From an optimization exercise on the open Yosys and OpenROAD flow, aimed at small area and a short achievable clock period; shortcuts taken in it are not production practice. At most, simulation tests tie the RTL to the original design; equivalence was not proved.

==> 08-13 <==
Design pipelined_iir, start of the top module:
module pipelined_iir(clk, reset, x, y);
  input wire clk, reset;
  input wire signed [31:0] x;
  output wire signed [31:0] y;
  reg [31:0] xr;    
  reg [43:0] qr;    
  wire [63:0] t;
  wire [43:0] q = t[63:20];
  reg [63:0] w11;   
  reg [4:0] wc11;  
  reg [63:0] w10;   
  reg [4:0] wc10;  
  reg [63:0] w9;   
  reg [4:0] wc9;  
  reg [63:0] w8;   
  reg [4:0] wc8;  
  reg [63:0] w7;   
  reg [4:0] wc7;  
  reg [63:0] w6;   
  reg [4:0] wc6;  
  reg [63:0] w5;   
  reg [4:0] wc5;  
  reg [63:0] w4;   
  reg [4:0] wc4;  
  reg [63:0] w3;   
  reg [4:0] wc3;  
  reg [63:0] w2;   
  reg [4:0] wc2;  
  reg [63:0] s1;    
  wire n1 = qr[1] ^ qr[0];
  wire n2 = qr[2] ^ qr[1];
  wire n3 = qr[3] ^ qr[2];
  wire n4 = qr[4] ^ qr[3];
  wire n5 = qr[5] ^ qr[4];
  wire n6 = qr[6] ^ qr[5];
  wire n7 = qr[7] ^ qr[6];
  wire n8 = qr[8] ^ qr[7];
  wire n9 = qr[9] ^ qr[8];
  wire n10 = qr[10] ^ qr[9];
  ...
==> module iir_gpa, before the edit <==
module iir_gpa(input wire gh, input wire ph, input wire gl, input wire pl, output wire g, output wire p);
  assign g = gh & (ph | gl);
  assign p = ph | pl;
endmodule
==> module iir_ga, before the edit <==
module iir_ga(input wire gh, input wire ph, input wire gl, output wire g);
  assign g = gh & (ph | gl);
endmodule
Settings: LEC_CHECK=0, CAP_MARGIN=40, CORE_MARGIN=2, CORE_UTILIZATION=70, PLACE_DENSITY=0.8, SLEW_MARGIN=40, SYNTH_HIERARCHICAL=1, SYNTH_MINIMUM_KEEP_SIZE=0; clock period 32.0 ns.
standard.sh (not shown) runs the stock make flow with config.mk's settings and CLKGATE_MAP_FILE= SYNTH_SCRIPT=/design/flow/synth_recipe.tcl, a recipe that flattens the netlist after the stock synthesis.
==> flow/flow/run.sh <==
#!/bin/bash
set -euo pipefail
export SETUP_SLACK_MARGIN=16
bash standard.sh MATCH_CELL_FOOTPRINT=0 finish > standard.log 2>&1
==> inputs of 12-08, as changes to 08-13 <==
--- a/flow/design.v
+++ b/flow/design.v
@@ -36,13 +36,6 @@
 module iir_andn(input wire a, input wire b, output wire y);
   assign y = ~a & b;
 endmodule
-module iir_gpa(input wire gh, input wire ph, input wire gl, input wire pl, output wire g, output wire p);
-  assign g = gh & (ph | gl);
-  assign p = ph | pl;
-endmodule
-module iir_ga(input wire gh, input wire ph, input wire gl, output wire g);
-  assign g = gh & (ph | gl);
-endmodule
 module iir_xo(input wire a, input wire b, output wire y);
   assign y = a ^ b;
 endmodule
==> flow/flow/run.sh (replaced) <==
#!/bin/bash
set -euo pipefail
export SETUP_SLACK_MARGIN=16
bash standard.sh MATCH_CELL_FOOTPRINT=0 IO_CONSTRAINTS=$PWD/flow/io.tcl  finish > standard.log 2>&1
==> flow/flow/io.tcl (new file) <==
# keep the data pins together on one edge, so that the input-to-output logic sits next to both
set_io_pin_constraint -pin_names {x[*] y[*]} -region bottom:*
- CORE_UTILIZATION: 70 -> 45
- PLACE_DENSITY: 0.8 -> 0.75
==> results.sh <==
export IMPL_outcome="finished clean"
export IMPL_skew_ns=0.0613
export IMPL_grt_pass1_vias=112964
export IMPL_routabilityCongestion=1.09
export IMPL_num_rows=167
export IMPL_drt_iter0_drc=12917
export IMPL_fillerInstances=12287
export IMPL_final_cell_mix="fa_1, inv_1, ha_1"
export IMPL_die_h_um=461
[end of results for 08-13]
==> results.sh <==
export IMPL_outcome="finished clean"
export IMPL_finalSetupViolations=0
export IMPL_die_h_um=574
export IMPL_final_cell_mix="fa_1, inv_1, ha_1"
export IMPL_grt_max_degree=146
export IMPL_antenna_found_initial=37
export IMPL_drt_iter0_drc=10497
export IMPL_num_rows=209
export IMPL_routabilityCongestion=1.03
export IMPL_criticalPathCategory="in2out"
export IMPL_skew_ns=0.0796
[end of results for 12-08]
Function not checked in 12-08: the RTL went through the layout flow alone.

## port drivers added, routing unchanged
The flow's constraints put no driver on any port. The routed layouts listed below were extracted and timed again, unchanged, in two steps.
Step 1 sets driving cells, clkbuf_16 on the clock port and buf_2 on the other inputs (assumed; they add their load-dependent delay and slew).
Step 2, shift: input delay + t, output delay - t, t = (earliest + latest rising clock arrival at the registers) / 2. This alone moves slack from input paths to output paths.
Three values: ideal, step 1, step 2; two values: the first two.
run | t (ns) | slack for setup (ns) | worst register clock-pin slew, ns | pins driven straight from the clock port
08-13 | 0.941 | 15.137 / 15.087 / 15.087 | 0.08 / 0.08 | 1
12-08 | 0.982 | 15.033 / 14.995 / 14.995 | 0.08 / 0.08 | 1
After both steps every run listed still meets setup and hold. The setup slack of 08-13, which loses most, moves by -0.050 ns with the drivers and by -0.050 ns with both steps.
